Background: an optimization exercise with open tools, aiming at a short achievable clock period and few clock cycles. Do not read the settings as production practice. In this exercise RTL edits were held to simulation tests only and were not proved equivalent to the original. No activity file was given, so power comes from the tool's default toggle rates.

## flow/design.v (module list and top-level ports; edited modules follow where they fit)
// module mul2s: 1968 lines
// module ksadd: 31 lines
// module mdiv: 117 lines
// module lzc32: 33 lines
// module CPU: 495 lines
module CPU(
    input wire clk,
    input wire rst,
    output wire [19:0] instAddr_o,
    input wire [31:0] inst_i,
    output wire [19:0] dataAddr_o,
    output wire data_WE_n_o,
    output wire data_OE_n_o,
    output wire data_CE_n_o,
    output wire [3:0] data_be_n_o,
    output wire [31:0] data_o,
    input wire [31:0] data_i
);
  // ...
==> flow/flow/run.sh <==
#!/bin/bash
# The standard layout (standard.sh: the standard flow's own synthesis and ORFS steps),
# with the timing repair aiming for more setup slack than the default, so
# that the layout is optimised well below the design's clock period. The
# clock period and all constraints are the design's (constraint.sdc).
set -euo pipefail
bash standard.sh SETUP_SLACK_MARGIN=13 finish > standard_flow.log 2>&1
==> flow/standard.sh <==
#!/bin/bash
# synth_recipe.tcl (not shown) runs the flow's synth.tcl, then flattens the netlist and writes it again
# the make line also repeats each setting of config.mk as NAME=value (left out here)
make -C /OpenROAD-flow-scripts/flow DESIGN_CONFIG=/design/flow/config.mk WORK_HOME=/design/flow/orfs CLKGATE_MAP_FILE= SYNTH_SCRIPT=/design/flow/synth_recipe.tcl "${@:-finish}"
==> flow/config.mk <==
export PLATFORM = sky130hd
export DESIGN_NAME = CPU
export DESIGN_NICKNAME = CPU
export VERILOG_FILES = /design/flow/design.v
export SDC_FILE = /design/flow/constraint.sdc
export NUM_CORES = 8
export LEC_CHECK = 0
export CAP_MARGIN = 50
export CORE_MARGIN = 2
export CORE_UTILIZATION = 40
export PLACE_DENSITY = 0.6
export SLEW_MARGIN = 50
==> flow/constraint.sdc <==
create_clock -name core_clock -period 17.0 [get_ports {clk}]
set_input_delay 3.4000 -clock core_clock [delete_from_list [all_inputs] [get_ports {clk}]]
set_output_delay 3.4000 -clock core_clock [all_outputs]
set_load 0.01 [all_outputs]
==> flow_summary_export.csv, run 1 <==
group,metric,value,unit
status,status,"finished clean",
synth,synth_edf_count,1393,
clocking,clk_latency,1.03,ns
power_and_ir_drop,maxPowerGroup,"the clock network",
layout,largest_reg_flops,1024,
global_routing,antenna_found_initial,74,
worst_setup_path,crit_family,"buffers and inverters",
worst_setup_path,startpoint,"e_fb_w",
clocking,cts_max_level,4,
placed_design,post-dp-hpwl,455,mm
worst_setup_path,path_common_cell,"buf_6",
sta,clock.fmax,190,MHz
layout,drive_above_1_share,34.3,%
sta,fin_hold_ws,0.326,ns
layout,largest_class,"multi-input gates",
detailed_routing,ant_nets,0,
sta,period_share,31.0,%
clocking,clockRootBuffer,"clkbuf_16",
placed_design,place_ws,9.91,ns
layout,final_common_cell,"edfxtp_1",
global_routing,grt_pass1_wl,1030,mm
detailed_routing,met3RoutedLength,111,mm
worst_setup_path,crit_fanout,5,
sta,tns,0,ns
layout,finish.utilization,54.1,%
hold_path,hp-start,"e_lhi",
worst_setup_path,r2r_end,"e_db[31]",
clocking,post-cts-setup-buffer-count,1021,
layout,seq_area_share,26.7,%
layout,inv_count,897,
clocking,clkTransAtPathRegs,0.07,ns
run,maxCapViolCount,0,
layout,final_nets,17500,
layout,syn_to_final_growth,34.8,%
worst_setup_path,critical_path_class,"register to register",
synth,ys_top_cells_by_count,"nor2_1 (1,394), edfxtp_1 (1,393), a21oi_1 (1,332), nand2_1 (1,325), o21ai_0 (1,050)",
detailed_routing,firstDrtPassIters,10,
worst_setup_path,max_stage_delay,0.46,ns
detailed_routing,wl_met2,315,mm
Testbench counts, summed over its fixed seeds: cycles 34,970.
==> module CPU, before the edit <==
module CPU(
    input wire clk,
    input wire rst,
    output wire [19:0] instAddr_o,
    input wire [31:0] inst_i,
    output wire [19:0] dataAddr_o,
    output wire data_WE_n_o,
    output wire data_OE_n_o,
    output wire data_CE_n_o,
    output wire [3:0] data_be_n_o,
    output wire [31:0] data_o,
    input wire [31:0] data_i
);
    reg [31:0] pc;
    reg [31:0] d_inst, d_pc, d_pc4;
    reg        e_wen;           
    reg [4:0]  e_dst;
    reg        e_load;
    reg [2:0]  e_ltype;         
    reg        e_store;
    reg [1:0]  e_stype;         
    reg [19:0] e_addr;          
    reg [31:0] e_sdata;
    reg        e_we_n, e_oe_n, e_ce_n;
    reg [3:0]  e_be_n;
    reg [31:0] e_a, e_b;
    reg        e_fa_m, e_fa_w, e_fb_m, e_fb_w;
    reg [13:0] e_op;            
    reg        e_mthi, e_mtlo, e_mult, e_div, e_sgn;
    reg [31:0] e_ma, e_mb;      
    reg        e_msgn;
    reg [31:0] e_da, e_db;      
    reg        e_nq, e_nr;      
    reg        e_late;          
    reg        e_brl;           
    reg [2:0]  e_cond;
    reg        e_pred;          
    reg [31:0] e_alt;           
    reg        e_lhi;
    reg        m_wen;
    reg [4:0]  m_dst;
    reg [31:0] m_res;
    reg        m_mult;
    reg        m_late, m_lhi;
    reg        w_wen;
    reg [4:0]  w_dst;
    reg [31:0] w_res;
    reg [31:0] hi, lo;          
    reg        hi_n, lo_n;      
    reg        dv_nq, dv_nr;
    reg [31:0] rf [0:31];
    localparam OP_ADD = 0, OP_SUB = 1, OP_AND = 2, OP_OR = 3, OP_XOR = 4,
               OP_NOR = 5, OP_SLT = 6, OP_SLTU = 7, OP_SLL = 8, OP_SRL = 9,
               OP_SRA = 10, OP_PASSB = 11, OP_MFHI = 12, OP_MFLO = 13;
    assign instAddr_o = pc[21:2];
    wire [5:0]  op     = d_inst[31:26];
    wire [4:0]  rs     = d_inst[25:21];
    wire [4:0]  rt     = d_inst[20:16];
    wire [4:0]  rd     = d_inst[15:11];
    wire [4:0]  shamt  = d_inst[10:6];
    wire [5:0]  funct  = d_inst[5:0];
    wire [15:0] imm16  = d_inst[15:0];
    wire [31:0] simm   = {{16{imm16[15]}}, imm16};
    wire [31:0] zimm   = {16'b0, imm16};
    wire [31:0] pc4    = d_pc4;
    wire [31:0] pc8    = d_pc4 + 32'd4;
    wire [31:0] f_inst  = inst_i;
    wire [5:0]  f_op    = f_inst[31:26];
    wire [4:0]  f_rs    = f_inst[25:21];
    wire [4:0]  f_rt    = f_inst[20:16];
    wire [4:0]  f_rd    = f_inst[15:11];
    wire [5:0]  f_funct = f_inst[5:0];
    reg        f_rs_use, f_rt_use;  
    reg [1:0]  f_a_sel;           
    reg [1:0]  f_b_sel;           
    reg [2:0]  f_b_kind;          
    reg        f_i_wen;
    reg [4:0]  f_i_dst;
    reg        f_i_load, f_i_store;
    reg [2:0]  f_i_ltype;
    reg [1:0]  f_i_stype;
    reg [13:0] f_i_op;
    reg        f_i_mthi, f_i_mtlo, f_i_mult, f_i_div, f_i_sgn, f_i_mf;
    reg        f_i_br, f_i_jr, f_i_j;        
    reg [2:0]  f_i_cond;                 
    always @(*) begin
        f_rs_use = 1'b0; f_rt_use = 1'b0; f_a_sel = 2'd2; f_b_sel = 2'd2;
        f_b_kind = 3'd0;
        f_i_wen = 1'b0; f_i_dst = f_rd;
        f_i_load = 1'b0; f_i_store = 1'b0; f_i_ltype = 3'd0; f_i_stype = 2'd0;
        f_i_op = 14'b0;
        f_i_mthi = 1'b0; f_i_mtlo = 1'b0; f_i_mult = 1'b0; f_i_div = 1'b0; f_i_sgn = 1'b0; f_i_mf = 1'b0;
        f_i_br = 1'b0; f_i_jr = 1'b0; f_i_j = 1'b0; f_i_cond = 3'd0;
        case (f_op)
            6'h00: begin
                case (f_funct)
                    6'h20, 6'h21: begin f_rs_use = 1; f_a_sel = 0; f_rt_use = 1; f_b_sel = 0; f_i_wen = 1; f_i_op[OP_ADD] = 1; end
                    6'h22, 6'h23: begin f_rs_use = 1; f_a_sel = 0; f_rt_use = 1; f_b_sel = 0; f_i_wen = 1; f_i_op[OP_SUB] = 1; end
                    6'h24: begin f_rs_use = 1; f_a_sel = 0; f_rt_use = 1; f_b_sel = 0; f_i_wen = 1; f_i_op[OP_AND] = 1; end
                    6'h25: begin f_rs_use = 1; f_a_sel = 0; f_rt_use = 1; f_b_sel = 0; f_i_wen = 1; f_i_op[OP_OR] = 1; end
                    6'h26: begin f_rs_use = 1; f_a_sel = 0; f_rt_use = 1; f_b_sel = 0; f_i_wen = 1; f_i_op[OP_XOR] = 1; end
                    6'h27: begin f_rs_use = 1; f_a_sel = 0; f_rt_use = 1; f_b_sel = 0; f_i_wen = 1; f_i_op[OP_NOR] = 1; end
                    6'h2A: begin f_rs_use = 1; f_a_sel = 0; f_rt_use = 1; f_b_sel = 0; f_i_wen = 1; f_i_op[OP_SLT] = 1; end
                    6'h2B: begin f_rs_use = 1; f_a_sel = 0; f_rt_use = 1; f_b_sel = 0; f_i_wen = 1; f_i_op[OP_SLTU] = 1; end
                    6'h00: begin f_rt_use = 1; f_a_sel = 1; f_b_kind = 3'd1; f_i_wen = 1; f_i_op[OP_SLL] = 1; end
                    6'h02: begin f_rt_use = 1; f_a_sel = 1; f_b_kind = 3'd1; f_i_wen = 1; f_i_op[OP_SRL] = 1; end
                    6'h03: begin f_rt_use = 1; f_a_sel = 1; f_b_kind = 3'd1; f_i_wen = 1; f_i_op[OP_SRA] = 1; end
                    6'h04: begin f_rt_use = 1; f_a_sel = 1; f_rs_use = 1; f_b_sel = 1; f_i_wen = 1; f_i_op[OP_SLL] = 1; end
                    6'h06: begin f_rt_use = 1; f_a_sel = 1; f_rs_use = 1; f_b_sel = 1; f_i_wen = 1; f_i_op[OP_SRL] = 1; end
                    6'h07: begin f_rt_use = 1; f_a_sel = 1; f_rs_use = 1; f_b_sel = 1; f_i_wen = 1; f_i_op[OP_SRA] = 1; end
                    6'h18: begin f_rs_use = 1; f_a_sel = 0; f_rt_use = 1; f_b_sel = 0; f_i_mult = 1; f_i_sgn = 1; end
                    6'h19: begin f_rs_use = 1; f_a_sel = 0; f_rt_use = 1; f_b_sel = 0; f_i_mult = 1; end
                    6'h1A: begin f_rs_use = 1; f_a_sel = 0; f_rt_use = 1; f_b_sel = 0; f_i_div = 1; f_i_sgn = 1; end
                    6'h1B: begin f_rs_use = 1; f_a_sel = 0; f_rt_use = 1; f_b_sel = 0; f_i_div = 1; end
                    6'h10: begin f_i_wen = 1; f_i_op[OP_MFHI] = 1; f_i_mf = 1; end
                    6'h12: begin f_i_wen = 1; f_i_op[OP_MFLO] = 1; f_i_mf = 1; end
                    6'h11: begin f_rs_use = 1; f_a_sel = 0; f_i_mthi = 1; end
                    6'h13: begin f_rs_use = 1; f_a_sel = 0; f_i_mtlo = 1; end
                    6'h08: begin f_rs_use = 1; f_a_sel = 0; f_i_jr = 1; end
                    6'h09: begin f_rs_use = 1; f_a_sel = 0; f_i_jr = 1; f_i_wen = 1; f_b_kind = 3'd5; f_i_op[OP_PASSB] = 1; end
                    default: ;
                endcase
            end
            6'h01: begin
                case (f_rt)
                    5'h00: begin f_rs_use = 1; f_a_sel = 0; f_i_br = 1; f_i_cond = 3'd4; end
                    5'h01: begin f_rs_use = 1; f_a_sel = 0; f_i_br = 1; f_i_cond = 3'd5; end
                    5'h10: begin f_rs_use = 1; f_a_sel = 0; f_i_br = 1; f_i_cond = 3'd4; f_i_wen = 1; f_i_dst = 5'd31; f_b_kind = 3'd5; f_i_op[OP_PASSB] = 1; end
                    5'h11: begin f_rs_use = 1; f_a_sel = 0; f_i_br = 1; f_i_cond = 3'd5; f_i_wen = 1; f_i_dst = 5'd31; f_b_kind = 3'd5; f_i_op[OP_PASSB] = 1; end
                    default: ;
                endcase
            end
            6'h02: begin f_i_j = 1; end
            6'h03: begin f_i_j = 1; f_i_wen = 1; f_i_dst = 5'd31; f_b_kind = 3'd5; f_i_op[OP_PASSB] = 1; end
            6'h04: begin f_rs_use = 1; f_a_sel = 0; f_rt_use = 1; f_b_sel = 0; f_i_br = 1; f_i_cond = 3'd0; end
            6'h05: begin f_rs_use = 1; f_a_sel = 0; f_rt_use = 1; f_b_sel = 0; f_i_br = 1; f_i_cond = 3'd1; end
            6'h06: begin f_rs_use = 1; f_a_sel = 0; f_i_br = 1; f_i_cond = 3'd2; end
            6'h07: begin f_rs_use = 1; f_a_sel = 0; f_i_br = 1; f_i_cond = 3'd3; end
            6'h08, 6'h09: begin f_rs_use = 1; f_a_sel = 0; f_b_kind = 3'd2; f_i_wen = 1; f_i_dst = f_rt; f_i_op[OP_ADD] = 1; end
            6'h0A: begin f_rs_use = 1; f_a_sel = 0; f_b_kind = 3'd2; f_i_wen = 1; f_i_dst = f_rt; f_i_op[OP_SLT] = 1; end
            6'h0B: begin f_rs_use = 1; f_a_sel = 0; f_b_kind = 3'd2; f_i_wen = 1; f_i_dst = f_rt; f_i_op[OP_SLTU] = 1; end
            6'h0C: begin f_rs_use = 1; f_a_sel = 0; f_b_kind = 3'd3; f_i_wen = 1; f_i_dst = f_rt; f_i_op[OP_AND] = 1; end
            6'h0D: begin f_rs_use = 1; f_a_sel = 0; f_b_kind = 3'd3; f_i_wen = 1; f_i_dst = f_rt; f_i_op[OP_OR] = 1; end
            6'h0E: begin f_rs_use = 1; f_a_sel = 0; f_b_kind = 3'd3; f_i_wen = 1; f_i_dst = f_rt; f_i_op[OP_XOR] = 1; end
            6'h0F: begin f_b_kind = 3'd4; f_i_wen = 1; f_i_dst = f_rt; f_i_op[OP_PASSB] = 1; end
            6'h23: begin f_rs_use = 1; f_a_sel = 0; f_i_wen = 1; f_i_dst = f_rt; f_i_load = 1; f_i_ltype = 3'd0; end
            6'h20: begin f_rs_use = 1; f_a_sel = 0; f_i_wen = 1; f_i_dst = f_rt; f_i_load = 1; f_i_ltype = 3'd1; end
            6'h24: begin f_rs_use = 1; f_a_sel = 0; f_i_wen = 1; f_i_dst = f_rt; f_i_load = 1; f_i_ltype = 3'd2; end
            6'h21: begin f_rs_use = 1; f_a_sel = 0; f_i_wen = 1; f_i_dst = f_rt; f_i_load = 1; f_i_ltype = 3'd3; end
            6'h25: begin f_rs_use = 1; f_a_sel = 0; f_i_wen = 1; f_i_dst = f_rt; f_i_load = 1; f_i_ltype = 3'd4; end
            6'h2B: begin f_rs_use = 1; f_a_sel = 0; f_rt_use = 1; f_b_sel = 0; f_i_store = 1; f_i_stype = 2'd0; end
            6'h28: begin f_rs_use = 1; f_a_sel = 0; f_rt_use = 1; f_b_sel = 0; f_i_store = 1; f_i_stype = 2'd1; end
            6'h29: begin f_rs_use = 1; f_a_sel = 0; f_rt_use = 1; f_b_sel = 0; f_i_store = 1; f_i_stype = 2'd2; end
            default: ;
        endcase
    end
    wire f_wen_nz = f_i_wen && (f_i_dst != 5'd0);
    wire f_s_nz = f_rs_use && (f_rs != 5'd0);
    wire f_t_nz = f_rt_use && (f_rt != 5'd0);
    reg        s_nz, t_nz;
    reg [1:0]  a_sel, b_sel;
    reg [2:0]  b_kind;
    reg        i_wen_nz;
    reg [4:0]  i_dst;
    reg        i_load, i_store;
    reg [2:0]  i_ltype;
    reg [1:0]  i_stype;
    reg [13:0] i_op;
    reg        i_mthi, i_mtlo, i_mult, i_div, i_sgn, i_mf;
    reg        i_br, i_jr, i_j;
    reg [2:0]  i_cond;
    reg [31:0] b_imm;
    always @(*) begin
        case (b_kind)
            3'd1: b_imm = {27'b0, shamt};
            3'd2: b_imm = simm;
            3'd3: b_imm = zimm;
            3'd4: b_imm = {imm16, 16'b0};
            3'd5: b_imm = pc8;
            default: b_imm = 32'b0;
        endcase
    end
    wire s_hit_e = s_nz && e_wen && (e_dst == rs);
    wire t_hit_e = t_nz && e_wen && (e_dst == rt);
    wire e_lres = e_late;       
    wire m_lres = m_late;
    wire s_hit_m = s_nz && m_wen && (m_dst == rs);
    wire t_hit_m = t_nz && m_wen && (m_dst == rt);
    wire s_hit_w = s_nz && w_wen && (w_dst == rs);
    wire t_hit_w = t_nz && w_wen && (w_dst == rt);
    reg  [31:0] d_sv, d_tv;
    wire [31:0] rf_s = d_sv;
    wire [31:0] rf_t = d_tv;
    wire [31:0] id_s = !s_nz ? 32'b0 :
                       (s_hit_m && !m_lres) ? m_res :
                       s_hit_w ? w_res : rf_s;
    wire [31:0] id_t = !t_nz ? 32'b0 :
                       (t_hit_m && !m_lres) ? m_res :
                       t_hit_w ? w_res : rf_t;
    wire [31:0] id_a = (a_sel == 2'd0) ? id_s : (a_sel == 2'd1) ? id_t : 32'b0;
    wire [31:0] id_b = (b_sel == 2'd0) ? id_t : (b_sel == 2'd1) ? id_s : b_imm;
    wire a_hit_e = (a_sel == 2'd0) ? s_hit_e : (a_sel == 2'd1) ? t_hit_e : 1'b0;
    wire b_hit_e = (b_sel == 2'd0) ? t_hit_e : (b_sel == 2'd1) ? s_hit_e : 1'b0;
    wire a_hit_ml = m_lres && ((a_sel == 2'd0) ? s_hit_m : (a_sel == 2'd1) ? t_hit_m : 1'b0);
    wire b_hit_ml = m_lres && ((b_sel == 2'd0) ? t_hit_m : (b_sel == 2'd1) ? s_hit_m : 1'b0);
    wire [31:0] ex_a = e_fa_m ? m_res : e_fa_w ? w_res : e_a;
    wire [31:0] ex_b = e_fb_m ? m_res : e_fb_w ? w_res : e_b;
    wire [31:0] hi_v = hi_n ? (32'b0 - hi) : hi;
    wire [31:0] lo_v = lo_n ? (32'b0 - lo) : lo;
    wire [31:0] ex_sum, ex_dif;
    wire        ex_geu;
    ksadd #(32) alu_add(.a(ex_a), .b(ex_b), .ci(1'b0), .s(ex_sum), .co());
    ksadd #(32) alu_sub(.a(ex_a), .b(~ex_b), .ci(1'b1), .s(ex_dif), .co(ex_geu));
    wire        ex_ltu = !ex_geu;
    wire        ex_lts = (ex_a[31] != ex_b[31]) ? ex_a[31] : ex_ltu;
    wire        sh_big = |ex_b[31:5];
    wire [31:0] ex_sll = sh_big ? 32'b0 : (ex_a << ex_b[4:0]);
    wire [31:0] ex_srl = sh_big ? 32'b0 : (ex_a >> ex_b[4:0]);
    wire signed [31:0] ex_sra0 = $signed(ex_a) >>> ex_b[4:0];
    wire [31:0] ex_sra = sh_big ? {32{ex_a[31]}} : ex_sra0;
    wire [31:0] ex_res =
          ({32{e_op[OP_ADD]}}   & ex_sum)
        | ({32{e_op[OP_SUB]}}   & ex_dif)
        | ({32{e_op[OP_AND]}}   & (ex_a & ex_b))
        | ({32{e_op[OP_OR]}}    & (ex_a | ex_b))
        | ({32{e_op[OP_XOR]}}   & (ex_a ^ ex_b))
        | ({32{e_op[OP_NOR]}}   & ~(ex_a | ex_b))
        | ({32{e_op[OP_SLT]}}   & {31'b0, ex_lts})
        | ({32{e_op[OP_SLTU]}}  & {31'b0, ex_ltu})
        | ({32{e_op[OP_SLL]}}   & ex_sll)
        | ({32{e_op[OP_SRL]}}   & ex_srl)
        | ({32{e_op[OP_SRA]}}   & ex_sra)
        | ({32{e_op[OP_PASSB]}} & ex_b)
        | ({32{e_op[OP_MFHI]}}  & hi_v)
        | ({32{e_op[OP_MFLO]}}  & lo_v);
    reg taken_ex;
    always @(*) begin
        case (e_cond)
            3'd0: taken_ex = (ex_a == ex_b);
            3'd1: taken_ex = (ex_a != ex_b);
            3'd2: taken_ex = ex_a[31] || (ex_a == 32'b0);
            3'd3: taken_ex = !ex_a[31] && (ex_a != 32'b0);
            3'd4: taken_ex = ex_a[31];
            default: taken_ex = !ex_a[31];
        endcase
    end
    wire mispredict = e_brl && (taken_ex != e_pred);
    wire e_logic = e_op[OP_AND] | e_op[OP_OR] | e_op[OP_XOR] | e_op[OP_NOR] | e_op[OP_PASSB]
                 | e_op[OP_MFHI] | e_op[OP_MFLO];
    wire [31:0] ex_logic =
          ({32{e_op[OP_AND]}}   & (ex_a & ex_b))
        | ({32{e_op[OP_OR]}}    & (ex_a | ex_b))
        | ({32{e_op[OP_XOR]}}   & (ex_a ^ ex_b))
        | ({32{e_op[OP_NOR]}}   & ~(ex_a | ex_b))
        | ({32{e_op[OP_PASSB]}} & ex_b)
        | ({32{e_op[OP_MFHI]}}  & hi_v)
        | ({32{e_op[OP_MFLO]}}  & lo_v);
    wire [31:0] sum_t = (ex_a ^ ex_b) ^ {ex_a[30:0] | ex_b[30:0], 1'b0};
    wire        sum_zero = ~|sum_t;    
    wire        sum_neg = ex_sum[31];
    wire [63:0] mul_res;
    mul2s mul0(.clk(clk), .sgn(e_msgn), .a(e_ma), .b(e_mb), .p(mul_res));
    assign dataAddr_o  = e_addr;
    assign data_o      = e_sdata;
    assign data_WE_n_o = e_we_n;
    assign data_OE_n_o = e_oe_n;
    assign data_CE_n_o = e_ce_n;
    assign data_be_n_o = e_be_n;
    reg [31:0] ld_val;
    always @(*) begin
        case (e_ltype)
            3'd1: ld_val = {{24{data_i[7]}}, data_i[7:0]};
            3'd2: ld_val = {24'b0, data_i[31:24]};
            3'd3: ld_val = {{16{data_i[15]}}, data_i[15:0]};
            3'd4: ld_val = {16'b0, data_i[31:16]};
            default: ld_val = data_i;
        endcase
    end
    wire        dv_busy, dv_done, dv_zero_q;
    wire [31:0] dv_q, dv_r;
    mdiv div0(
        .clk(clk), .rst(rst),
        .start(e_div), .na(e_da), .nb(e_db),
        .busy(dv_busy), .done(dv_done), .zero_q(dv_zero_q), .q(dv_q), .r(dv_r)
    );
    wire i_hilo = i_mf | i_mthi | i_mtlo | i_mult | i_div;
    wire stall_load = e_lres && (s_hit_e || t_hit_e);
    wire i_mem = i_load | i_store;
    wire [31:0] agu_base = s_hit_e ? ex_logic : id_s;    
    wire [21:0] id_addr;
    ksadd #(22) agu(.a(agu_base[21:0]), .b(simm[21:0]), .ci(1'b0), .s(id_addr), .co());
    wire stall_mem = (i_mem && ((s_hit_e && !e_logic) || (s_hit_m && m_lres)))
                   || (i_store && ((t_hit_e && !e_logic) || (t_hit_m && m_lres)));
    wire [31:0] fs = s_hit_e ? ex_logic : id_s;
    wire [31:0] ft = t_hit_e ? ex_logic : id_t;
    wire i_ctl_reg = i_br | i_jr;
    wire i_regop = i_mult | i_div;
    wire br_zadd = (i_cond[2] | i_cond[1]) && s_hit_e && e_op[OP_ADD];
    wire jr_fwd = i_jr && s_hit_e && e_logic;
    wire br_late = i_br && (s_hit_e || t_hit_e) && !e_lres && !br_zadd;
    wire stall_br = (i_ctl_reg && m_lres && (s_hit_m || t_hit_m))
                  || (i_jr && s_hit_e && !e_logic)
                  || i_regop && ((m_lres && (s_hit_m || t_hit_m)) || ((s_hit_e || t_hit_e) && !e_logic))
                  || (e_brl && (i_br || i_jr || i_j));
    wire stall_hilo = i_hilo && ((e_div && !dv_zero_q) || (dv_busy && !dv_done));
    wire stall = stall_load || stall_br || stall_hilo || stall_mem;
    wire [31:0] br_a = id_s;
    wire [31:0] br_b = id_t;
    wire ba_neg  = br_zadd ? sum_neg : br_a[31];
    wire ba_zero = br_zadd ? sum_zero : (br_a == 32'b0);
    reg taken;
    always @(*) begin
        case (i_cond)
            3'd0: taken = (br_a == br_b);
            3'd1: taken = (br_a != br_b);
            3'd2: taken = ba_neg || ba_zero;
            3'd3: taken = !ba_neg && !ba_zero;
            3'd4: taken = ba_neg;
            default: taken = !ba_neg;
        endcase
    end
    wire [31:0] br_target;
    ksadd #(32) bta(.a(pc4), .b({simm[29:0], 2'b00}), .ci(1'b0), .s(br_target), .co());
    wire [31:0] j_target  = {pc4[31:28], d_inst[25:0], 2'b00};
    wire pred = simm[31];       
    always @(posedge clk) begin
        if (rst) begin
            pc <= 32'h80000000;
            d_inst <= 32'b0;
            d_pc <= 32'b0;
            d_pc4 <= 32'b0;
            s_nz <= 1'b0; t_nz <= 1'b0; a_sel <= 2'd2; b_sel <= 2'd2; b_kind <= 3'd0;
            i_wen_nz <= 1'b0; i_dst <= 5'd0; i_load <= 1'b0; i_store <= 1'b0;
            i_ltype <= 3'd0; i_stype <= 2'd0; i_op <= 14'b0;
            i_mthi <= 1'b0; i_mtlo <= 1'b0; i_mult <= 1'b0; i_div <= 1'b0; i_sgn <= 1'b0; i_mf <= 1'b0;
            i_br <= 1'b0; i_jr <= 1'b0; i_j <= 1'b0; i_cond <= 3'd0;
        end else begin
            if (mispredict) pc <= e_alt;
            else if (!stall) begin
                if (i_j) pc <= j_target;
                else if (i_jr) pc <= jr_fwd ? ex_logic : br_a;
                else if (i_br && (br_late ? pred : taken)) pc <= br_target;
                else pc <= pc + 32'd4;
            end
            if (!stall) begin
                d_sv <= (w_wen && w_dst == f_rs) ? w_res : rf[f_rs];
                d_tv <= (w_wen && w_dst == f_rt) ? w_res : rf[f_rt];
            end else begin
                if (w_wen && w_dst == rs) d_sv <= w_res;
                if (w_wen && w_dst == rt) d_tv <= w_res;
            end
            if (!stall) begin
                d_inst <= mispredict ? 32'b0 : inst_i;
                d_pc <= pc;
                d_pc4 <= pc + 32'd4;
                s_nz <= f_s_nz && !mispredict;
                t_nz <= f_t_nz && !mispredict;
                a_sel <= f_a_sel;
                b_sel <= f_b_sel;
                b_kind <= f_b_kind;
                i_wen_nz <= f_wen_nz && !mispredict;
                i_dst <= f_i_dst;
                i_load <= f_i_load && !mispredict;
                i_store <= f_i_store && !mispredict;
                i_ltype <= f_i_ltype;
                i_stype <= f_i_stype;
                i_op <= mispredict ? 14'b0 : f_i_op;
                i_mthi <= f_i_mthi && !mispredict;
                i_mtlo <= f_i_mtlo && !mispredict;
                i_mult <= f_i_mult && !mispredict;
                i_div <= f_i_div && !mispredict;
                i_sgn <= f_i_sgn;
                i_mf <= f_i_mf && !mispredict;
                i_br <= f_i_br && !mispredict;
                i_jr <= f_i_jr && !mispredict;
                i_j <= f_i_j && !mispredict;
                i_cond <= f_i_cond;
            end
        end
    end
    always @(posedge clk) begin
        if (rst || stall) begin
            e_wen <= 1'b0;
            e_load <= 1'b0;
            e_store <= 1'b0;
            e_we_n <= 1'b1;
            e_oe_n <= 1'b1;
            e_ce_n <= 1'b1;
            e_be_n <= 4'b1111;
            e_mthi <= 1'b0;
            e_mtlo <= 1'b0;
            e_mult <= 1'b0;
            e_div <= 1'b0;
            e_late <= 1'b0;
            e_brl <= 1'b0;
            e_op <= 14'b0;
        end else begin
            e_brl <= br_late;
            e_late <= i_mf && e_mult;
            e_wen <= i_wen_nz;
            e_load <= i_load;
            e_store <= i_store;
            e_we_n <= !i_store;
            e_oe_n <= !i_load;
            e_ce_n <= !(i_load || i_store);
            e_be_n <= !i_store ? 4'b1111 :
                      (i_stype == 2'd1) ? 4'b1110 :
                      (i_stype == 2'd2) ? 4'b1100 : 4'b0000;
            e_mthi <= i_mthi;
            e_mtlo <= i_mtlo;
            e_mult <= i_mult;
            e_div <= i_div;
            e_op <= i_op;
        end
        e_dst <= i_dst;
        e_ltype <= i_ltype;
        e_stype <= i_stype;
        e_addr <= id_addr[21:2];
        e_sdata <= ft;
        e_sgn <= i_sgn;
        e_a <= id_a;
        e_b <= id_b;
        e_lhi <= i_op[OP_MFHI];
        e_cond <= i_cond;
        e_pred <= pred;
        e_alt <= pred ? pc + 32'd4 : br_target;
        if (i_mult) begin
            e_ma <= fs;
            e_mb <= ft;
            e_msgn <= i_sgn;
        end
        if (i_div) begin
            e_da <= (i_sgn && fs[31]) ? (32'b0 - fs) : fs;
            e_db <= (i_sgn && ft[31]) ? (32'b0 - ft) : ft;
            e_nq <= i_sgn && (fs[31] ^ ft[31]);
            e_nr <= i_sgn && fs[31];
        end
        e_fa_m <= a_hit_e;
        e_fb_m <= b_hit_e;
        e_fa_w <= a_hit_ml && !a_hit_e;
        e_fb_w <= b_hit_ml && !b_hit_e;
    end
    always @(posedge clk) begin
        if (rst) begin
            m_wen <= 1'b0;
            m_mult <= 1'b0;
            m_late <= 1'b0;
        end else begin
            m_wen <= e_wen;
            m_mult <= e_mult;
            m_late <= e_late;
        end
        m_dst <= e_dst;
        m_lhi <= e_lhi;
        m_res <= e_load ? ld_val : ex_res;
    end
    always @(posedge clk) begin
        if (rst) begin
            w_wen <= 1'b0;
        end else begin
            w_wen <= m_wen;
        end
        w_dst <= m_dst;
        w_res <= m_late ? (m_lhi ? mul_res[63:32] : mul_res[31:0]) : m_res;
    end
    always @(posedge clk) begin
        if (w_wen) rf[w_dst] <= w_res;
    end
    always @(posedge clk) begin
        if (e_div) begin
            dv_nq <= e_nq;
            dv_nr <= e_nr;
        end
        if (!rst) begin
            if (e_mthi) begin
                hi <= ex_a; hi_n <= 1'b0;
            end else if (e_div && dv_done) begin
                hi <= dv_r; hi_n <= e_nr;
            end else if (m_mult) begin
                hi <= mul_res[63:32]; hi_n <= 1'b0;
            end else if (dv_done) begin
                hi <= dv_r; hi_n <= dv_nr;
            end
            if (e_mtlo) begin
                lo <= ex_a; lo_n <= 1'b0;
            end else if (e_div && dv_done) begin
                lo <= dv_q; lo_n <= e_nq;
            end else if (m_mult) begin
                lo <= mul_res[31:0]; lo_n <= 1'b0;
            end else if (dv_done) begin
                lo <= dv_q; lo_n <= dv_nq;
            end
        end
    end
endmodule
==> run 2: changes to the inputs <==
--- a/flow/design.v
+++ b/flow/design.v
@@ -2173,7 +2173,6 @@
     reg        e_we_n, e_oe_n, e_ce_n;
     reg [3:0]  e_be_n;
     reg [31:0] e_a, e_b;
-    reg        e_fa_m, e_fa_w, e_fb_m, e_fb_w;
     reg [13:0] e_op;            
     reg        e_mthi, e_mtlo, e_mult, e_div, e_sgn;
     reg [31:0] e_ma, e_mb;      
@@ -2352,8 +2351,8 @@
     wire b_hit_e = (b_sel == 2'd0) ? t_hit_e : (b_sel == 2'd1) ? s_hit_e : 1'b0;
     wire a_hit_ml = m_lres && ((a_sel == 2'd0) ? s_hit_m : (a_sel == 2'd1) ? t_hit_m : 1'b0);
     wire b_hit_ml = m_lres && ((b_sel == 2'd0) ? t_hit_m : (b_sel == 2'd1) ? s_hit_m : 1'b0);
-    wire [31:0] ex_a = e_fa_m ? m_res : e_fa_w ? w_res : e_a;
-    wire [31:0] ex_b = e_fb_m ? m_res : e_fb_w ? w_res : e_b;
+    wire [31:0] ex_a = e_a;
+    wire [31:0] ex_b = e_b;
     wire [31:0] hi_v = hi_n ? (32'b0 - hi) : hi;
     wire [31:0] lo_v = lo_n ? (32'b0 - lo) : lo;
     wire [31:0] ex_sum, ex_dif;
@@ -2425,6 +2424,8 @@
             default: ld_val = data_i;
         endcase
     end
+    wire [31:0] ex_out = e_load ? ld_val : ex_res;
+    wire [31:0] late_res = m_lhi ? mul_res[63:32] : mul_res[31:0];
     wire        dv_busy, dv_done, dv_zero_q;
     wire [31:0] dv_q, dv_r;
     mdiv div0(
@@ -2567,8 +2568,8 @@
         e_addr <= id_addr[21:2];
         e_sdata <= ft;
         e_sgn <= i_sgn;
-        e_a <= id_a;
-        e_b <= id_b;
+        e_a <= a_hit_e ? ex_out : a_hit_ml ? late_res : id_a;
+        e_b <= b_hit_e ? ex_out : b_hit_ml ? late_res : id_b;
         e_lhi <= i_op[OP_MFHI];
         e_cond <= i_cond;
         e_pred <= pred;
@@ -2584,10 +2585,6 @@
             e_nq <= i_sgn && (fs[31] ^ ft[31]);
             e_nr <= i_sgn && fs[31];
         end
-        e_fa_m <= a_hit_e;
-        e_fb_m <= b_hit_e;
-        e_fa_w <= a_hit_ml && !a_hit_e;
-        e_fb_w <= b_hit_ml && !b_hit_e;
     end
     always @(posedge clk) begin
         if (rst) begin
@@ -2601,7 +2598,7 @@
         end
         m_dst <= e_dst;
         m_lhi <= e_lhi;
-        m_res <= e_load ? ld_val : ex_res;
+        m_res <= ex_out;
     end
     always @(posedge clk) begin
         if (rst) begin
@@ -2610,7 +2607,7 @@
             w_wen <= m_wen;
         end
         w_dst <= m_dst;
-        w_res <= m_late ? (m_lhi ? mul_res[63:32] : mul_res[31:0]) : m_res;
+        w_res <= m_late ? late_res : m_res;
     end
     always @(posedge clk) begin
         if (w_wen) rf[w_dst] <= w_res;
--- a/flow/config.mk
+++ b/flow/config.mk
@@ -7,6 +7,6 @@
 export LEC_CHECK = 0
 export CAP_MARGIN = 50
 export CORE_MARGIN = 2
-export CORE_UTILIZATION = 40
-export PLACE_DENSITY = 0.6
+export CORE_UTILIZATION = 30
+export PLACE_DENSITY = 0.5
 export SLEW_MARGIN = 50
==> flow_summary_export.csv, run 2 <==
group,metric,value,unit
status,status,"finished clean",
worst_setup_path,reg2reg_slack,11.96,ns
synth,ys_seq_area_share,35.7,%
power_and_ir_drop,p_sw_share,26.3,%
synth,synthFlopType,"edfxtp_1",
hold_path,whs_endpoint,"m_lhi",
clocking,cts_buffer_depth,4,
clocking,clk_latency,0.98,ns
placed_design,post-dp-hpwl,505,mm
layout,multi_input_area,100000,um2
floorplan,fp.coreArea,494000,um2
synth,synth_top_area_cell,"edfxtp_1",
synth,synth_edf_count,1393,
placed_design,gp_congestion,1.02,
synth,ys_types,97,
worst_setup_path,max_stage_delay,0.46,ns
layout,final_nets,17600,
global_routing,grt_pass1_vias,134000,
synth,ys_top_cells_by_count,"nor2_1 (1,465), edfxtp_1 (1,393), a21oi_1 (1,286), nand2_1 (1,241), clkbuf_1 (1,098)",
synth,synthCells,15500,
global_routing,antenna_found_initial,53,
power_and_ir_drop,irDropWorstVdd,105,uV
hold_path,min_path_cells,0,
worst_setup_path,slowest_stage,"a311oi_2",
global_routing,grt_remaining_overflow,0,
synth,synth_top_area_share,28.1,%
layout,fin_cells,23300,
worst_setup_path,start_kind,"register",
floorplan,die_x,709,um
detailed_routing,ant_nets,0,
layout,layout.area.seq,53400,um2
layout,drive_above_1_share,33.0,%
power_and_ir_drop,p_clk_share,43.7,%
layout,final_common_cell,"edfxtp_1",
worst_setup_path,worstRegToRegCells,22,
clocking,cts_sinks,1957,
sta,fin_hold_ws,0.327,ns
sta,fin_crit,5.04,ns
clocking,cts_inserted_buffers,219,
floorplan,initial_core_util,30.1,%
floorplan,rows,258,
floorplan,die-area,502000,um2
worst_setup_path,r2r_start,"e_a[1]",
sta,maxSlewHeadroom,40.2,%
worst_setup_path,crit_arrival,5.82,ns
worst_setup_path,crit_family,"compound AO/OA/AOI/OAI gates",
hold_path,hp-start,"e_lhi",
sta,fin_skew,0.105,ns
clocking,cts_max_level,4,
worst_setup_path,cp-end-kind,"register",
synth,synthTopCellsByArea,"edfxtp_1 (28%), mux4_2 (10%), dfxtp_1 (7.6%), fa_1 (6.3%), a21oi_1 (4.3%)",
clocking,clkTransAtPathRegs,0.07,ns
sta,drv_slew,0,
detailed_routing,drc_errors,0,
sta,period_share,29.6,%
run,maxCapViolCount,0,
layout,largest_reg_flops,1024,
placed_design,place_ws,9.97,ns
layout,fillers,46800,
worst_setup_path,critical_path_buf_inv_count,5,
detailed_routing,wl_per_cell,34.5,um
synth,synth_seq_cells,1957,
detailed_routing,vias_per_cell,6.19,
worst_setup_path,worstPathRequired,17.79,ns
synth,syn_nets,16500,
power_and_ir_drop,power_leakage,75.9,nW
placed_design,placedCellCount,21300,
synth,syn_avg_cell_area,9.62,um2
floorplan,die_h,709,um
synth,synthArstFlopShare,0,%
layout,regMostFlops,"rf",
synth,syn-cell-area,149000,um2
detailed_routing,firstDrtPassIters,8,
sta,clock.fmax,198,MHz
worst_setup_path,r2r_end,"e_addr[19]",
layout,reg.largest.list,"rf: 1024 flops, div0.bo1: 34 flops, div0.bo3: 34 flops",
sta,hold_violations,0,
sta,worst_slack,11.96,ns
power_and_ir_drop,internal_power,8.58,mW
sta,worst_pin_slew,0.891,ns
sta,rsz0062_at_grt,"true",
hold_path,min_path_type,"register to register",
sta,tns,0,ns
synth,yosysWarningCount,7,
global_routing,grt_pass1_wl,1080,mm
power_and_ir_drop,combPwrFrac,11.8,%
detailed_routing,wl,804,mm
global_routing,grt_start_max_net_pins,85,
detailed_routing,drt_iter0_drc,20400,
worst_setup_path,critical_path.cell_chain,"buf_12, clkinvlp_4, ha_4, a222oi_1, o211ai_1, nor2_2, buf_6, nor2_4, nor2_4, inv_2, buf_6, ha_4, nand4_1, o41ai_4, a311oi_2, o211ai_1, o211a_1, a211o_1, a31o_4, or3_1, a31oi_1, xnor3_1",
layout,syn_to_final_growth,36.0,%
placed_design,portBuffers,144,
sta,finalSetupViolations,0,
layout,final_cell_mix,"edfxtp_1 (1,393), nor2_1 (1,308), nand2_1 (1,145)",
global_routing,grt_use_total,30.3,%
clocking,cts.hold.buffers_added,0,
power_and_ir_drop,netSwitchingPower,3.06,mW
power_and_ir_drop,p_seq_share,44.5,%
floorplan,pin_count,145,
clocking,clockRootBuffer,"clkbuf_16",
synth,yosysMostFrequentCell,"nor2_1",
detailed_routing,vias,145000,
worst_setup_path,crit_fanout,4,
worst_setup_path,critical_path_class,"register to register",
worst_setup_path,startpoint,"e_a[1]",
power_and_ir_drop,powerDensity,57.5,nW/um2
clocking,cts_tree,"built",
==> run 2: changes by cell type in the layout (fill, tap and decap cells not counted), sizes merged, moves of 25 or more <==
cell / before / now
nor3: 164 / 203
nand2: 1334 / 1249
buf: 2039 / 2089
o221ai: 34 / 62
clkdlybuf4s50: 42 / 17
mux2i: 359 / 317
xnor2: 402 / 363
nor2: 1401 / 1467
a21oi: 1334 / 1286
bufbuf: 80 / 112
mux2: 92 / 67
xor2: 177 / 227
==> run 2: final cells by class <==
cell class	count	area share (%)
Antenna cell	34	0.0420
Clock buffer	298	3.06
Clock inverter	111	0.616
Inverter	887	1.79
Multi-Input combinational cell	11300	49.4
Sequential cell	1957	26.4
Tap cell	6500	4.02
Timing Repair Buffer	2282	14.7
Timing Repair inverter	1	0.00371
==> run 2: cell families (layout without fill, tap and decap cells) <==
logic type               after synthesis  in the layout  synth area share, %
adder cells (fa/ha/maj)             1044           1044                 10.9
XOR/XNOR                             591            591                 3.49
AO/OA/AOI/OAI                       4622           4623                 19.7
flip-flops                          1957           1957                 35.7
buffers and inverters               2273           3579                 5.80
AND/OR/NAND/NOR                     3945           3969                 11.8
other                                  0             34                    0
multiplexers                        1047           1047                 12.7
==> run 2: worst max-delay path by stage <==
stage | end | slack, ns | depth (start not counted)
floorplan | d_sv[28] | 11.73 | 7
global placement | d_tv[29] | 8.60 | 8
detailed placement | d_tv[29] | 9.97 | 8
CTS | instAddr_o[3] | 12.06 | 1
global route | div0.bo3[16] | 11.96 | 25
finish | e_addr[19] | 11.96 | 22
==> run 2: timing repair <==
item	CTS	global route
gates resized for setup	3031	1151
setup buffers	910	379
endpoints found under the hold margin	0	0
gates cloned	245	47
pin swaps	567	608
setup endpoints to repair	947	734
==> run 2: routing by layer <==
metal  GRT usage (%)  up-vias  wire [um]
met4            21.6       32      75000
li1                -    60000          -
met5          0.0673        -        202
met2            46.3     9732     349000
met3            7.69     2846      88900
met1            37.1    71900     291000
==> run 2: power by group through the flow <==
| stage | clock (mW) | sequential (mW) | combinational [mW] |
|---|---|---|---|
| 2_1_floorplan | 0 | 5.25 | 0.616 |
| 3_3_place_gp | 0 | 5.28 | 0.933 |
| 3_5_place_dp | 0 | 5.28 | 0.951 |
| 4_1_cts | 5.11 | 5.18 | 1.23 |
| 5_1_grt | 5.29 | 5.18 | 1.41 |
| 6_report | 5.09 | 5.18 | 1.37 |
==> run 2: through the flow <==
step	utilization, %	area (um2)	power, mW
global placement	32.2	159000	6.22
global route	41.0	202000	11.9
floorplan	-	153000	5.86
finish	41.0	203000	11.6
CTS	39.1	193000	11.5
detailed placement	32.6	161000	6.23
==> run 2: worst register-to-register path, stage by stage (launching register included) <==
cell	delay, ns
dfxtp_2	0.35
buf_12	0.12
clkinvlp_4	0.22
ha_4	0.32
a222oi_1	0.33
o211ai_1	0.17
nor2_2	0.25
buf_6	0.23
nor2_4	0.08
nor2_4	0.13
inv_2	0.07
buf_6	0.12
ha_4	0.17
nand4_1	0.13
o41ai_4	0.10
a311oi_2	0.46
o211ai_1	0.14
o211a_1	0.19
a211o_1	0.36
a31o_4	0.24
or3_1	0.30
a31oi_1	0.19
xnor3_1	0.22
Testbench counts of run 2, summed over its fixed seeds: cycles 34,970.
==> run 3: changes to the inputs <==
--- a/flow/design.v
+++ b/flow/design.v
@@ -2436,13 +2436,18 @@
     wire i_hilo = i_mf | i_mthi | i_mtlo | i_mult | i_div;
     wire stall_load = e_lres && (s_hit_e || t_hit_e);
     wire i_mem = i_load | i_store;
-    wire [31:0] agu_base = s_hit_e ? ex_logic : id_s;    
-    wire [21:0] id_addr;
-    ksadd #(22) agu(.a(agu_base[21:0]), .b(simm[21:0]), .ci(1'b0), .s(id_addr), .co());
-    wire stall_mem = (i_mem && ((s_hit_e && !e_logic) || (s_hit_m && m_lres)))
+    wire e_orp = e_op[OP_OR] | e_op[OP_AND] | e_op[OP_PASSB];
+    wire [31:0] ex_orp = ({32{e_op[OP_OR]}} & (ex_a | ex_b))
+                       | ({32{e_op[OP_AND]}} & (ex_a & ex_b))
+                       | ({32{e_op[OP_PASSB]}} & ex_b);
+    wire [31:0] fs = s_hit_e ? ex_orp : id_s;
+    wire [31:0] ft = t_hit_e ? ex_orp : id_t;
+    wire [31:0] id_addr;
+    ksadd #(22) agu(.a(fs[21:0]), .b(simm[21:0]), .ci(1'b0), .s(id_addr[21:0]), .co());
+    assign id_addr[31:22] = 10'b0;
+    wire stall_mem = (i_mem && ((s_hit_e && !e_orp) || (s_hit_m && m_lres)))
                    || (i_store && ((t_hit_e && !e_logic) || (t_hit_m && m_lres)));
-    wire [31:0] fs = s_hit_e ? ex_logic : id_s;
-    wire [31:0] ft = t_hit_e ? ex_logic : id_t;
+    wire [31:0] sd = t_hit_e ? ex_logic : id_t;
     wire i_ctl_reg = i_br | i_jr;
     wire i_regop = i_mult | i_div;
     wire br_zadd = (i_cond[2] | i_cond[1]) && s_hit_e && e_op[OP_ADD];
@@ -2450,7 +2455,7 @@
     wire br_late = i_br && (s_hit_e || t_hit_e) && !e_lres && !br_zadd;
     wire stall_br = (i_ctl_reg && m_lres && (s_hit_m || t_hit_m))
                   || (i_jr && s_hit_e && !e_logic)
-                  || i_regop && ((m_lres && (s_hit_m || t_hit_m)) || ((s_hit_e || t_hit_e) && !e_logic))
+                  || i_regop && ((m_lres && (s_hit_m || t_hit_m)) || ((s_hit_e || t_hit_e) && !e_orp))
                   || (e_brl && (i_br || i_jr || i_j));
     wire stall_hilo = i_hilo && ((e_div && !dv_zero_q) || (dv_busy && !dv_done));
     wire stall = stall_load || stall_br || stall_hilo || stall_mem;
@@ -2566,7 +2571,7 @@
         e_ltype <= i_ltype;
         e_stype <= i_stype;
         e_addr <= id_addr[21:2];
-        e_sdata <= ft;
+        e_sdata <= sd;
         e_sgn <= i_sgn;
         e_a <= a_hit_e ? ex_out : a_hit_ml ? late_res : id_a;
         e_b <= b_hit_e ? ex_out : b_hit_ml ? late_res : id_b;
==> flow_summary_export.csv, run 3 <==
group,metric,value,unit
placed_design,portBuffers,144,
worst_setup_path,slowest_stage,"dfxtp_4",
synth,synth_edf_count,1393,
layout,final_cell_mix,"edfxtp_1 (1,393), nor2_1 (1,346), nand2_1 (1,112)",
clocking,clk_latency,0.98,ns
detailed_routing,wl_per_cell,34.4,um
layout,finish.utilization,40.6,%
synth,syn-cell-area,148000,um2
floorplan,initial_core_util,30.1,%
placed_design,gp_congestion,1.06,
sta,worst_slack,12.01,ns
worst_setup_path,crit_family,"flip-flops",
floorplan,pin_count,145,
clocking,cts_tree,"built",
floorplan,die_x,706,um
worst_setup_path,crit_fanout,2,
global_routing,grt_start_max_net_pins,131,
synth,synthTopCellsByArea,"edfxtp_1 (28%), mux4_2 (10%), dfxtp_1 (7.6%), fa_1 (6.3%), a21oi_1 (4.6%)",
floorplan,fp.coreArea,490000,um2
floorplan,die-area,498000,um2
global_routing,grt_pass1_vias,132000,
sta,rsz0062_at_grt,"true",
sta,finalSetupViolations,0,
layout,reg.largest.list,"rf: 1024 flops, div0.bo1: 34 flops, div0.bo3: 34 flops",
worst_setup_path,worstRegToRegCells,26,
clocking,clockRootBuffer,"clkbuf_16",
detailed_routing,vias_per_cell,6.22,
floorplan,rows,257,
global_routing,grt_use_total,30.2,%
power_and_ir_drop,powerDensity,58.4,nW/um2
synth,synthFlopType,"edfxtp_1",
clocking,clkTransAtPathRegs,0.06,ns
synth,synthArstFlopShare,0,%
clocking,cts_sinks,1957,
synth,yosysWarningCount,7,
clocking,cts_inserted_buffers,223,
global_routing,grt_remaining_overflow,0,
placed_design,place_ws,9.71,ns
synth,synthCells,15300,
layout,drive_above_1_share,33.1,%
layout,final_nets,17300,
sta,worst_pin_slew,0.909,ns
run,maxCapViolCount,0,
power_and_ir_drop,irDropWorstVdd,103,uV
detailed_routing,ant_nets,0,
worst_setup_path,start_kind,"register",
detailed_routing,drc_errors,0,
synth,ys_top_cells_by_count,"nor2_1 (1,490), edfxtp_1 (1,393), a21oi_1 (1,346), nand2_1 (1,203), o21ai_0 (1,095)",
layout,final_common_cell,"edfxtp_1",
hold_path,min_path_type,"register to register",
synth,ys_types,100,
synth,synth_top_area_cell,"edfxtp_1",
detailed_routing,firstDrtPassIters,9,
synth,syn_nets,16300,
power_and_ir_drop,power_leakage,73.8,nW
sta,clock.fmax,200,MHz
floorplan,die_h,706,um
synth,syn_avg_cell_area,9.63,um2
layout,largest_reg_flops,1024,
detailed_routing,wl,793,mm
worst_setup_path,cp-end-kind,"output pin",
sta,fin_skew,0.125,ns
placed_design,post-dp-hpwl,500,mm
sta,hold_violations,0,
global_routing,antenna_found_initial,57,
sta,tns,0,ns
layout,regMostFlops,"rf",
worst_setup_path,critical_path_class,"register to output pin",
synth,synth_top_area_share,28.3,%
sta,drv_slew,0,
global_routing,grt_pass1_wl,1070,mm
worst_setup_path,critical_path_buf_inv_count,1,
status,status,"finished clean",
worst_setup_path,cp.depth,1,
worst_setup_path,critical_path.cell_chain,"buf_6",
hold_path,min_path_cells,0,
synth,synth_seq_cells,1957,
synth,ys_seq_area_share,36.0,%
detailed_routing,vias,143000,
layout,syn_to_final_growth,34.8,%
clocking,cts_max_level,4,
worst_setup_path,worstPathRequired,13.60,ns
clocking,cts_buffer_depth,4,
detailed_routing,drt_iter0_drc,20800,
sta,period_share,29.4,%
sta,fin_crit,4.99,ns
sta,fin_hold_ws,0.332,ns
worst_setup_path,crit_arrival,1.59,ns
sta,maxSlewHeadroom,38.8,%
synth,yosysMostFrequentCell,"nor2_1",
worst_setup_path,max_stage_delay,0.48,ns
-- run 3: final cells by class --
| type | instances | area (um2) |
|---|---|---|
| fill | 46700 | 291000 |
| antenna | 41 | 103 |
| clock inverter | 133 | 1650 |
| inverter | 898 | 3590 |
| sequential | 1957 | 53500 |
| clock buffer | 278 | 5990 |
| timing repair buffer | 2167 | 27900 |
| timing repair inverter | 1 | 8.76 |
| multi-input combinational | 11100 | 98200 |
| tap | 6475 | 8100 |
-- run 3: worst paths after layout --
check,slack (ns),endpoint,start
worst max-delay path,12.01,dataAddr_o[7],e_addr[7]
worst min-delay path,0.33,m_lhi,e_lhi
worst max register to register,12.03,div0.bo1[18],e_da[6]
worst min register to register,0.33,m_lhi,e_lhi
-- run 3: layer usage --
layer	up-vias	global-route usage, %	share of wire, %
met4	28	20.7	9.2
met5	-	0	0.024
met3	2800	7.74	12
li1	59000	-	-
met2	10100	46.3	43
met1	71400	37.2	36
-- run 3: repair_timing --
item                                     CTS  global route
gates resized for setup                 3045           954
pin swaps                                603           554
hold buffers                               0             0
endpoints found under the setup margin   855           685
buffers inserted                         916           319
cloned                                   206            44
-- run 3: where the power goes --
part	internal [mW]	switching [mW]
Combinational	0.568	0.697
Sequential	5.11	0.0815
Clock	2.96	2.21
-- run 3: logic make-up after synthesis --
group | share of synthesized area, %
flip-flops | 36.0
XOR/XNOR | 3.63
adder cells (fa/ha/maj) | 11.0
multiplexers | 12.5
AO/OA/AOI/OAI | 19.5
AND/OR/NAND/NOR | 11.4
buffers and inverters | 5.93
-- run 3: metrics by stage --
step / total power, mW / std cells / instance area [um2]
after CTS: 11.5 / 22600 / 191000
after global placement: 6.16 / 21100 / 158000
after floorplan: 5.82 / 15300 / 151000
final: 11.6 / 23100 / 199000
after detailed placement: 6.17 / 21100 / 159000
after global routing: 11.9 / 23000 / 199000
Testbench counts of run 3, summed over its fixed seeds: cycles 34,976.

afterwards: timing with drivers on the ports:
The results above use ideal ports. As a check the final layouts listed here were re-extracted and re-timed, cells and wires unchanged.
Step 1 sets driving cells, clkbuf_16 on the clock port and buf_2 on the other inputs (assumed; they add their load-dependent delay and slew).
Step 2 also shifts input and output timing later by t, the mid clock arrival at the registers, as if the neighbouring blocks saw the same clock.
Slacks: ideal ports / drivers / drivers and shift; pairs: ideal ports / drivers.
run | t (ns) | setup slack, ns | worst hold slack (ns) | worst setup path after step 2
run 1 | 1.077 | 11.728 / 11.728 / 11.068 | 0.326 / 0.326 / 0.326 | input to register
run 2 | 1.034 | 11.962 / 11.962 / 11.171 | 0.327 / 0.327 / 0.327 | input to register
run 3 | 1.024 | 12.005 / 11.903 / 11.206 | 0.332 / 0.332 / 0.332 | input to register
After both steps setup and hold are still met in every run listed. For run 3, which loses most, drivers alone change the setup slack by -0.102 ns; drivers and shift together by -0.799 ns.
